This design comes from an exercise in tuning for small area and a short achievable clock period on the open sky130 flow, not from production work. At most, simulation tests tie the RTL to the original design; equivalence was not proved. Power figures rest on the tool's default switching activity, not on a simulated workload.

red:
==> module processor, before the edit <==
module processor(clock,reset,imem_addr,imem_data,wb_en,wb_addr,wb_data,flags);
input clock,reset;
output [7:0] imem_addr;
input [15:0] imem_data;
output wb_en;
output [2:0] wb_addr;
output [15:0] wb_data;
output [3:0] flags;
reg [7:0] pc;
reg [15:0] ir;
reg [3:0] fl;             
reg [15:0] rf [0:7];
reg [7:0] rv;
reg [15:0] dm [0:9];
reg [9:0] dv;
reg [14:0] hx, hy;       
reg hc;
reg [3:0] alo;            
reg ac4;                  
reg [15:0] lo;
reg hlv;
integer j;
reg [15:0] opa, opb;      
reg s_sum, s_shl, s_shr, s_or, s_and, s_mem, s_lo, s_hi;
wire [3:0] op = ir[3:0];
wire [2:0] rd = ir[6:4];
wire [2:0] f  = ir[15:13];
wire [5:0] c6 = ir[15:10];
wire [15:0] sx = {1'b0, {9{c6[5]}}, c6};
reg nm;                   
wire mulN;
wire fZ = fl[3], fN = nm ? mulN : fl[2], fC = fl[1], fV = fl[0];
wire [15:0] A = opa;
wire [15:0] B = opb;
wire [16:0] sum = {1'b0, A} + {1'b0, B};
wire [16:0] shl = {1'b0, A} << f;
reg [15:0] shr;
integer bi;
always @* for (bi = 0; bi < 16; bi = bi + 1) shr[bi] = shl[15 - bi];
wire addok = (op == 4'd0) & ((f == 3'd0) | ((f == 3'd1) & fN) | ((f == 3'd2) & fZ));
wire [16:0] res = ({17{s_sum}} & sum) | ({17{s_shl}} & shl) | ({17{s_shr}} & {1'b0, shr}) |
                  ({17{s_or}} & {1'b0, A | B}) | ({17{s_and}} & {1'b0, A & B});
wire ahi0 = &((A[15:5] ^ sx[15:5]) ~^ (A[14:4] | sx[14:4])) & ~(A[4] ^ sx[4] ^ ac4);
wire [9:0] hit = {10{ahi0}} & (10'd1 << alo);
wire [9:0] msel = 10'd1 << alo;
reg [15:0] mword;
always @* begin
  mword = 16'd0;
  for (j = 0; j < 10; j = j + 1)
    mword = mword | ({16{msel[j] & dv[j]}} & dm[j]) | ({16{msel[j] & ~dv[j]}} & (16'h4000 | j));
end
wire [15:0] mdata = ahi0 ? mword : 16'd0;
wire [31:0] mx, my;
mul16 u_mul(.a(A), .b(B), .x(mx), .y(my));
wire [16:0] P = {1'b0, mx[15:0]} + {1'b0, my[15:0]};    
wire [16:0] hsum2 = {1'b0, hx, hc} + {1'b0, hy, hc};
wire mp16 = hc ^ hx[0] ^ hy[0];                         
wire mpz = &((hx[14:1] ^ hy[14:1]) ~^ (hx[13:0] | hy[13:0])) & ~(hx[14] | hy[14]) & ~mp16;
assign mulN = mpz & lo[15];
wire [15:0] wd = res[15:0] | ({16{s_mem}} & mdata) | ({16{s_lo & hlv}} & lo) |
                 ({16{s_hi & hlv}} & {1'b0, hsum2[16:2]});
wire we = addok | (op == 4'd1) | (op == 4'd2) | (op == 4'd3) | (op == 4'd4) |
          (op == 4'd5) | (op == 4'd6) | (op == 4'd7) | (op == 4'd11) | (op == 4'd12);
wire setfl = addok | (op == 4'd1) | (op == 4'd2) | (op == 4'd3) | (op == 4'd4) | (op == 4'd5);
wire st = (op == 4'd8);
wire mul = (op == 4'd10);
always @(posedge clock) begin
  if (we) rf[rd] <= wd;
  for (j = 0; j < 10; j = j + 1)
    if (st & hit[j]) dm[j] <= B;
  if (mul) begin
    hx <= mx[30:16];
    hy <= my[30:16];
    hc <= P[16];
    lo <= P[15:0];
  end
end
always @(posedge clock, posedge reset) begin
  if (reset) begin
    rv <= 8'd0;
    dv <= 10'd0;
    hlv <= 1'b0;
  end else begin
    if (we) rv[rd] <= 1'b1;
    for (j = 0; j < 10; j = j + 1)
      if (st & hit[j]) dv[j] <= 1'b1;
    if (mul) hlv <= 1'b1;
  end
end
always @(posedge clock, posedge reset) begin
  if (reset) begin
    fl <= 4'd0;
    nm <= 1'b0;
  end else if (setfl) begin
    fl <= {res == 17'd0, res[16:15] == 2'b01, (op == 4'd0) & res[16], res[16]};
    nm <= 1'b0;
  end else if (mul) begin
    fl <= {(A == 16'd0) | (B == 16'd0), 3'b000};
    nm <= 1'b1;
  end
end
wire [3:0] nop = imem_data[3:0];
wire [2:0] nrs = imem_data[9:7];
wire [2:0] nrt = (nop == 4'd8) ? imem_data[6:4] : imem_data[12:10];
wire [5:0] nc6 = imem_data[15:10];
wire [15:0] nsx = {1'b0, {9{nc6[5]}}, nc6};
wire nimm = (nop == 4'd5) | (nop == 4'd6);
wire nli = (nop == 4'd6);
wire [7:0] sela = {8{~nli}} & rv & (8'd1 << nrs);
wire [7:0] selb = rv & (8'd1 << nrt);
reg [15:0] rA, rB;
always @* begin
  rA = 16'd0;
  rB = 16'd0;
  for (j = 0; j < 8; j = j + 1) begin
    rA = rA | ({16{sela[j]}} & rf[j]);
    rB = rB | ({16{selb[j]}} & rf[j]);
  end
end
wire fwa = we & (rd == nrs) & ~nli;
wire nsr = (nop == 4'd2);
wire [15:0] ra_in = fwa ? wd : rA;
reg [15:0] ra_rev;
always @* for (bi = 0; bi < 16; bi = bi + 1) ra_rev[bi] = ra_in[15 - bi];
wire fwb = we & (rd == nrt);
wire brc = (op == 4'd9) & (((f == 3'd1) & fN) | ((f == 3'd2) & fZ) | ((f == 3'd3) & fV) | ((f == 3'd4) & fC));
wire jmp = (op == 4'd9) & (f == 3'd0);
always @(posedge clock, posedge reset) begin
  if (reset) begin
    pc <= 8'd0;
    ir <= 16'd0;
    s_sum <= 1'b0;            
    s_shl <= 1'b0;
    s_shr <= 1'b0;
    s_or <= 1'b0;
    s_and <= 1'b0;
    s_mem <= 1'b0;
    s_lo <= 1'b0;
    s_hi <= 1'b0;
  end else begin
    ir <= imem_data;
    s_sum <= (nop == 4'd0) | (nop == 4'd5) | (nop == 4'd6);
    s_shl <= (nop == 4'd1);
    s_shr <= (nop == 4'd2);
    s_or <= (nop == 4'd3);
    s_and <= (nop == 4'd4);
    s_mem <= (nop == 4'd7);
    s_lo <= (nop == 4'd11);
    s_hi <= (nop == 4'd12);
    if (jmp) pc <= pc + ir[11:4];
    else if (brc) pc <= ir[11:4];
    else pc <= pc + 8'd1;
  end
end
always @(posedge clock) begin
  opa <= nsr ? ra_rev : ra_in;
  opb <= nimm ? nsx : fwb ? wd : rB;
  {ac4, alo} <= ra_in[3:0] + nsx[3:0];
end
assign imem_addr = pc;
assign wb_en = we;
assign wb_addr = rd;
assign wb_data = wd;
assign flags = {fZ, fN, fC, fV};
endmodule
export LEC_CHECK = 0
export ABC_CLOCK_PERIOD_IN_PS = 5000
export CAP_MARGIN = 20
export CORE_MARGIN = 2
export CORE_UTILIZATION = 35
export SETUP_SLACK_MARGIN = 5
export SLEW_MARGIN = 20
create_clock -name core_clock -period 11.0 [get_ports {clock}]
run.sh (not shown) runs the stock make flow with config.mk's settings and CLKGATE_MAP_FILE= SYNTH_SCRIPT=/design/flow/synth_recipe.tcl, a recipe that flattens the netlist after the stock synthesis.
diff inputs: red => blue
diff --git a/flow/design.v b/flow/design.v
--- a/flow/design.v
+++ b/flow/design.v
@@ -701,7 +701,6 @@
 reg ac4;                  
 reg [15:0] lo;
 reg hlv;
-integer j;
 reg [15:0] opa, opb;      
 reg s_sum, s_shl, s_shr, s_or, s_and, s_mem, s_lo, s_hi;
 wire [3:0] op = ir[3:0];
@@ -717,30 +716,40 @@
 wire [16:0] sum = {1'b0, A} + {1'b0, B};
 wire [16:0] shl = {1'b0, A} << f;
 reg [15:0] shr;
-integer bi;
-always @* for (bi = 0; bi < 16; bi = bi + 1) shr[bi] = shl[15 - bi];
+integer b;
+always @* for (b = 0; b < 16; b = b + 1) shr[b] = shl[15 - b];
 wire addok = (op == 4'd0) & ((f == 3'd0) | ((f == 3'd1) & fN) | ((f == 3'd2) & fZ));
 wire [16:0] res = ({17{s_sum}} & sum) | ({17{s_shl}} & shl) | ({17{s_shr}} & {1'b0, shr}) |
                   ({17{s_or}} & {1'b0, A | B}) | ({17{s_and}} & {1'b0, A & B});
 wire ahi0 = &((A[15:5] ^ sx[15:5]) ~^ (A[14:4] | sx[14:4])) & ~(A[4] ^ sx[4] ^ ac4);
 wire [9:0] hit = {10{ahi0}} & (10'd1 << alo);
-wire [9:0] msel = 10'd1 << alo;
 reg [15:0] mword;
 always @* begin
-  mword = 16'd0;
-  for (j = 0; j < 10; j = j + 1)
-    mword = mword | ({16{msel[j] & dv[j]}} & dm[j]) | ({16{msel[j] & ~dv[j]}} & (16'h4000 | j));
+  case (alo)
+    4'd0: mword = dv[0] ? dm[0] : 16'h4000;
+    4'd1: mword = dv[1] ? dm[1] : 16'h4001;
+    4'd2: mword = dv[2] ? dm[2] : 16'h4002;
+    4'd3: mword = dv[3] ? dm[3] : 16'h4003;
+    4'd4: mword = dv[4] ? dm[4] : 16'h4004;
+    4'd5: mword = dv[5] ? dm[5] : 16'h4005;
+    4'd6: mword = dv[6] ? dm[6] : 16'h4006;
+    4'd7: mword = dv[7] ? dm[7] : 16'h4007;
+    4'd8: mword = dv[8] ? dm[8] : 16'h4008;
+    4'd9: mword = dv[9] ? dm[9] : 16'h4009;
+    default: mword = 16'd0;
+  endcase
 end
 wire [15:0] mdata = ahi0 ? mword : 16'd0;
+integer j;
 wire [31:0] mx, my;
 mul16 u_mul(.a(A), .b(B), .x(mx), .y(my));
 wire [16:0] P = {1'b0, mx[15:0]} + {1'b0, my[15:0]};    
-wire [16:0] hsum2 = {1'b0, hx, hc} + {1'b0, hy, hc};
+wire [15:0] hsum = {1'b0, hx} + {1'b0, hy} + hc;
 wire mp16 = hc ^ hx[0] ^ hy[0];                         
 wire mpz = &((hx[14:1] ^ hy[14:1]) ~^ (hx[13:0] | hy[13:0])) & ~(hx[14] | hy[14]) & ~mp16;
 assign mulN = mpz & lo[15];
 wire [15:0] wd = res[15:0] | ({16{s_mem}} & mdata) | ({16{s_lo & hlv}} & lo) |
-                 ({16{s_hi & hlv}} & {1'b0, hsum2[16:2]});
+                 ({16{s_hi & hlv}} & {1'b0, hsum[15:1]});
 wire we = addok | (op == 4'd1) | (op == 4'd2) | (op == 4'd3) | (op == 4'd4) |
           (op == 4'd5) | (op == 4'd6) | (op == 4'd7) | (op == 4'd11) | (op == 4'd12);
 wire setfl = addok | (op == 4'd1) | (op == 4'd2) | (op == 4'd3) | (op == 4'd4) | (op == 4'd5);
@@ -788,22 +797,13 @@
 wire [15:0] nsx = {1'b0, {9{nc6[5]}}, nc6};
 wire nimm = (nop == 4'd5) | (nop == 4'd6);
 wire nli = (nop == 4'd6);
-wire [7:0] sela = {8{~nli}} & rv & (8'd1 << nrs);
-wire [7:0] selb = rv & (8'd1 << nrt);
-reg [15:0] rA, rB;
-always @* begin
-  rA = 16'd0;
-  rB = 16'd0;
-  for (j = 0; j < 8; j = j + 1) begin
-    rA = rA | ({16{sela[j]}} & rf[j]);
-    rB = rB | ({16{selb[j]}} & rf[j]);
-  end
-end
+wire [15:0] rA = (rv[nrs] & ~nli) ? rf[nrs] : 16'd0;
+wire [15:0] rB = rv[nrt] ? rf[nrt] : 16'd0;
 wire fwa = we & (rd == nrs) & ~nli;
 wire nsr = (nop == 4'd2);
 wire [15:0] ra_in = fwa ? wd : rA;
 reg [15:0] ra_rev;
-always @* for (bi = 0; bi < 16; bi = bi + 1) ra_rev[bi] = ra_in[15 - bi];
+always @* for (b = 0; b < 16; b = b + 1) ra_rev[b] = ra_in[15 - b];
 wire fwb = we & (rd == nrt);
 wire brc = (op == 4'd9) & (((f == 3'd1) & fN) | ((f == 3'd2) & fZ) | ((f == 3'd3) & fV) | ((f == 3'd4) & fC));
 wire jmp = (op == 4'd9) & (f == 3'd0);
[summary]
blue finished all stages; the layout is clean. Number of filler cells placed in the layout: blue > red. Remaining global-route overflow: red vs blue identical. Looking only at number of antenna violations at the first check in global routing, and setting everything else aside, the higher value of red and blue goes to blue. The combinational group share of total power reported for blue is greater than that of red by 7.5 points. blue against red: total area of multi-input combinational cells moved up; final setup slack of the worst path decreased 0.074 ns; final critical path time including I/O delays and setup higher; mean area per synthesized cell +0.57 sq um. blue gives less post-synthesis instance total than red did. | switching share of power | blue vs red | 2.9 points higher |. blue ended up with opa[5] as its launch point of the critical path; red ended up with opb[3].
Function was not checked in any run of this note: the RTL went through the layout flow alone.

Setup of job 101:
processor, a different RTL version from the one above (not shown whole).
For scale: about 2400 cells after synthesis, roughly 430 flip-flops.
==> module processor, before the edit <==
module processor(clock,reset,imem_addr,imem_data,wb_en,wb_addr,wb_data,flags);
input clock,reset;
output [7:0] imem_addr;
input [15:0] imem_data;
output wb_en;
output [2:0] wb_addr;
output [15:0] wb_data;
output [3:0] flags;
reg [7:0] pc;
reg [15:0] ir;
reg [3:0] fl;             
reg [15:0] rf [0:7];
reg [7:0] rv;
reg [15:0] dm [0:9];
reg [9:0] dv;
reg [14:0] hx, hy;       
reg hc;
reg [3:0] alo;            
reg ac4;                  
reg [15:0] lo;
reg hlv;
integer j;
reg [15:0] opa, opb;      
reg s_sum, s_shl, s_shr, s_or, s_and, s_mem, s_lo, s_hi;
wire [3:0] op = ir[3:0];
wire [2:0] rd = ir[6:4];
wire [2:0] f  = ir[15:13];
wire [5:0] c6 = ir[15:10];
wire [15:0] sx = {1'b0, {9{c6[5]}}, c6};
reg nm;                   
wire mulN;
wire fZ = fl[3], fN = nm ? mulN : fl[2], fC = fl[1], fV = fl[0];
wire [15:0] A = opa;
wire [15:0] B = opb;
wire [16:0] sum = {1'b0, A} + {1'b0, B};
wire [16:0] shl = {1'b0, A} << f;
reg [15:0] shr;
integer bi;
always @* for (bi = 0; bi < 16; bi = bi + 1) shr[bi] = shl[15 - bi];
wire addok = (op == 4'd0) & ((f == 3'd0) | ((f == 3'd1) & fN) | ((f == 3'd2) & fZ));
wire [16:0] res = ({17{s_sum}} & sum) | ({17{s_shl}} & shl) | ({17{s_shr}} & {1'b0, shr}) |
                  ({17{s_or}} & {1'b0, A | B}) | ({17{s_and}} & {1'b0, A & B});
wire ahi_p = (A[15:5] == 11'h7ff) | (A[15:5] == 11'h000);
wire ahi_n = A[15] & (A[14:6] == 9'h000);
wire a5ok = (A[5] ^ c6[5]) == (A[4] | c6[4]);
wire ahi0 = (c6[5] ? ahi_n : ahi_p) & a5ok & ~(A[4] ^ c6[4] ^ ac4);
wire [9:0] hit = {10{ahi0}} & (10'd1 << alo);
wire [9:0] msel = 10'd1 << alo;
reg [15:0] mword;
always @* begin
  mword = 16'd0;
  for (j = 0; j < 10; j = j + 1)
    mword = mword | ({16{msel[j] & dv[j]}} & dm[j]) | ({16{msel[j] & ~dv[j]}} & (16'h4000 | j));
end
wire [15:0] mdata = ahi0 ? mword : 16'd0;
wire [31:0] mx, my;
mul16 u_mul(.a(A), .b(B), .x(mx), .y(my));
wire [16:0] P = {1'b0, mx[15:0]} + {1'b0, my[15:0]};    
wire [16:0] hsum2 = {1'b0, hx, hc} + {1'b0, hy, hc};
wire mpz_d = &((mx[31:17] ^ my[31:17]) ~^ (mx[30:16] | my[30:16])) & ~(P[16] ^ mx[16] ^ my[16]);
reg mpz;
assign mulN = mpz & lo[15];
wire [15:0] wd = res[15:0] | ({16{s_mem}} & mdata) | ({16{s_lo & hlv}} & lo) |
                 ({16{s_hi & hlv}} & {1'b0, hsum2[16:2]});
wire we = addok | (op == 4'd1) | (op == 4'd2) | (op == 4'd3) | (op == 4'd4) |
          (op == 4'd5) | (op == 4'd6) | (op == 4'd7) | (op == 4'd11) | (op == 4'd12);
wire setfl = addok | (op == 4'd1) | (op == 4'd2) | (op == 4'd3) | (op == 4'd4) | (op == 4'd5);
wire st = (op == 4'd8);
wire mul = (op == 4'd10);
always @(posedge clock) begin
  if (we) rf[rd] <= wd;
  for (j = 0; j < 10; j = j + 1)
    if (st & hit[j]) dm[j] <= B;
  if (mul) begin
    hx <= mx[30:16];
    hy <= my[30:16];
    hc <= P[16];
    mpz <= mpz_d;
    lo <= P[15:0];
  end
end
always @(posedge clock, posedge reset) begin
  if (reset) begin
    rv <= 8'd0;
    dv <= 10'd0;
    hlv <= 1'b0;
  end else begin
    if (we) rv[rd] <= 1'b1;
    for (j = 0; j < 10; j = j + 1)
      if (st & hit[j]) dv[j] <= 1'b1;
    if (mul) hlv <= 1'b1;
  end
end
always @(posedge clock, posedge reset) begin
  if (reset) begin
    fl <= 4'd0;
    nm <= 1'b0;
  end else if (setfl) begin
    fl <= {res == 17'd0, res[16:15] == 2'b01, (op == 4'd0) & res[16], res[16]};
    nm <= 1'b0;
  end else if (mul) begin
    fl <= {(A == 16'd0) | (B == 16'd0), 3'b000};
    nm <= 1'b1;
  end
end
wire [3:0] nop = imem_data[3:0];
wire [2:0] nrs = imem_data[9:7];
wire [2:0] nrt = (nop == 4'd8) ? imem_data[6:4] : imem_data[12:10];
wire [5:0] nc6 = imem_data[15:10];
wire [15:0] nsx = {1'b0, {9{nc6[5]}}, nc6};
wire nimm = (nop == 4'd5) | (nop == 4'd6);
wire nli = (nop == 4'd6);
wire [7:0] sela = {8{~nli}} & rv & (8'd1 << nrs);
wire [7:0] selb = rv & (8'd1 << nrt);
reg [15:0] rA, rB;
always @* begin
  rA = 16'd0;
  rB = 16'd0;
  for (j = 0; j < 8; j = j + 1) begin
    rA = rA | ({16{sela[j]}} & rf[j]);
    rB = rB | ({16{selb[j]}} & rf[j]);
  end
end
wire fwa = we & (rd == nrs) & ~nli;
wire nsr = (nop == 4'd2);
wire [15:0] ra_in = fwa ? wd : rA;
reg [15:0] ra_rev;
always @* for (bi = 0; bi < 16; bi = bi + 1) ra_rev[bi] = ra_in[15 - bi];
wire fwb = we & (rd == nrt);
wire brc = (op == 4'd9) & (((f == 3'd1) & fN) | ((f == 3'd2) & fZ) | ((f == 3'd3) & fV) | ((f == 3'd4) & fC));
wire jmp = (op == 4'd9) & (f == 3'd0);
always @(posedge clock, posedge reset) begin
  if (reset) begin
    pc <= 8'd0;
    ir <= 16'd0;
    s_sum <= 1'b0;            
    s_shl <= 1'b0;
    s_shr <= 1'b0;
    s_or <= 1'b0;
    s_and <= 1'b0;
    s_mem <= 1'b0;
    s_lo <= 1'b0;
    s_hi <= 1'b0;
  end else begin
    ir <= imem_data;
    s_sum <= (nop == 4'd0) | (nop == 4'd5) | (nop == 4'd6);
    s_shl <= (nop == 4'd1);
    s_shr <= (nop == 4'd2);
    s_or <= (nop == 4'd3);
    s_and <= (nop == 4'd4);
    s_mem <= (nop == 4'd7);
    s_lo <= (nop == 4'd11);
    s_hi <= (nop == 4'd12);
    if (jmp) pc <= pc + ir[11:4];
    else if (brc) pc <= ir[11:4];
    else pc <= pc + 8'd1;
  end
end
always @(posedge clock) begin
  opa <= nsr ? ra_rev : ra_in;
  opb <= nimm ? nsx : fwb ? wd : rB;
  {ac4, alo} <= ra_in[3:0] + nsx[3:0];
end
assign imem_addr = pc;
assign wb_en = we;
assign wb_addr = rd;
assign wb_data = wd;
assign flags = {fZ, fN, fC, fV};
endmodule
Settings: LEC_CHECK=0, ABC_CLOCK_PERIOD_IN_PS=5000, CAP_MARGIN=20, CORE_MARGIN=2, CORE_UTILIZATION=50, CTS_BUF_LIST=sky130_fd_sc_hd__clkbuf_8, CTS_CLUSTER_DIAMETER=60, CTS_CLUSTER_SIZE=16, SETUP_SLACK_MARGIN=5, SLEW_MARGIN=20; clock period 11.0 ns.
### job 101 -> job 102
--- a/flow/design.v
+++ b/flow/design.v
@@ -723,8 +723,5 @@
 wire [16:0] res = ({17{s_sum}} & sum) | ({17{s_shl}} & shl) | ({17{s_shr}} & {1'b0, shr}) |
                   ({17{s_or}} & {1'b0, A | B}) | ({17{s_and}} & {1'b0, A & B});
-wire ahi_p = (A[15:5] == 11'h7ff) | (A[15:5] == 11'h000);
-wire ahi_n = A[15] & (A[14:6] == 9'h000);
-wire a5ok = (A[5] ^ c6[5]) == (A[4] | c6[4]);
-wire ahi0 = (c6[5] ? ahi_n : ahi_p) & a5ok & ~(A[4] ^ c6[4] ^ ac4);
+wire ahi0 = &((A[15:5] ^ sx[15:5]) ~^ (A[14:4] | sx[14:4])) & ~(A[4] ^ sx[4] ^ ac4);
 wire [9:0] hit = {10{ahi0}} & (10'd1 << alo);
 wire [9:0] msel = 10'd1 << alo;
@@ -740,6 +737,6 @@
 wire [16:0] P = {1'b0, mx[15:0]} + {1'b0, my[15:0]};    
 wire [16:0] hsum2 = {1'b0, hx, hc} + {1'b0, hy, hc};
-wire mpz_d = &((mx[31:17] ^ my[31:17]) ~^ (mx[30:16] | my[30:16])) & ~(P[16] ^ mx[16] ^ my[16]);
-reg mpz;
+wire mp16 = hc ^ hx[0] ^ hy[0];                         
+wire mpz = &((hx[14:1] ^ hy[14:1]) ~^ (hx[13:0] | hy[13:0])) & ~(hx[14] | hy[14]) & ~mp16;
 assign mulN = mpz & lo[15];
 wire [15:0] wd = res[15:0] | ({16{s_mem}} & mdata) | ({16{s_lo & hlv}} & lo) |
@@ -758,5 +755,4 @@
     hy <= my[30:16];
     hc <= P[16];
-    mpz <= mpz_d;
     lo <= P[15:0];
   end
There was hardly any difference in clock sink total between job 101 and job 102. Die area | job 102 > job 101. Diff job 101 -> job 102: non-clock buffer total of the final layout has increased, routed wire length has increased, global routing usage on met2 has decreased. Count of placed standard cells in the final layout, fillers left out is higher on job 102. The estimated power of job 102 ends up lower than the estimate for job 101. Diff job 101 -> job 102: sequential cell count of the final layout closely matched the old numbers; worst stage delay on the critical path +30 ps; final sum of negative setup slack ~0 delta; signed area change from the synthesized netlist to the final layout grew by 1.2 points. When the final numbers for job 101 and job 102 were put side by side, the met3 routed wirelength turned out to be smaller in job 101. NOTE: starting density of the core in job 102 falls short of that of job 101. Between job 101 and job 102, instance area after placement increased.
Only the layout flow was run in job 102; the RTL was not checked for function there.

## separate check: timing with driven ports
No port has a modelled driver above. Below, the same layouts with a new extraction and two added sets of constraints.
Step 1 (the two cells are an assumption about what drives the block):
set clk [get_ports {clock}]
set_driving_cell -lib_cell sky130_fd_sc_hd__clkbuf_16 $clk
set_driving_cell -lib_cell sky130_fd_sc_hd__buf_2 [delete_from_list [all_inputs] $clk]
Step 2 moves the port delays by t, midway between the first and last clock arrival at a register: inputs arrive t later, outputs are due t later. That takes back most of the time a late clock gives input paths.
a / b / c = ideal / step 1 / step 2; a / b = the first two.
run	t (ns)	slack for setup (ns)	worst hold slack (ns)
red	0.661	4.931 / 4.865 / 4.607	0.496 / 0.496 / 0.496
blue	0.673	4.857 / 4.791 / 4.701	0.502 / 0.502 / 0.502
job 101	0.698	5.010 / 4.955 / 4.546	0.521 / 0.521 / 0.521
job 102	0.723	5.003 / 4.952 / 4.572	0.495 / 0.495 / 0.495
After both steps setup and hold are still met in every run listed. The setup slack of job 101, which loses most, moves by -0.055 ns with the drivers and by -0.464 ns with both steps.
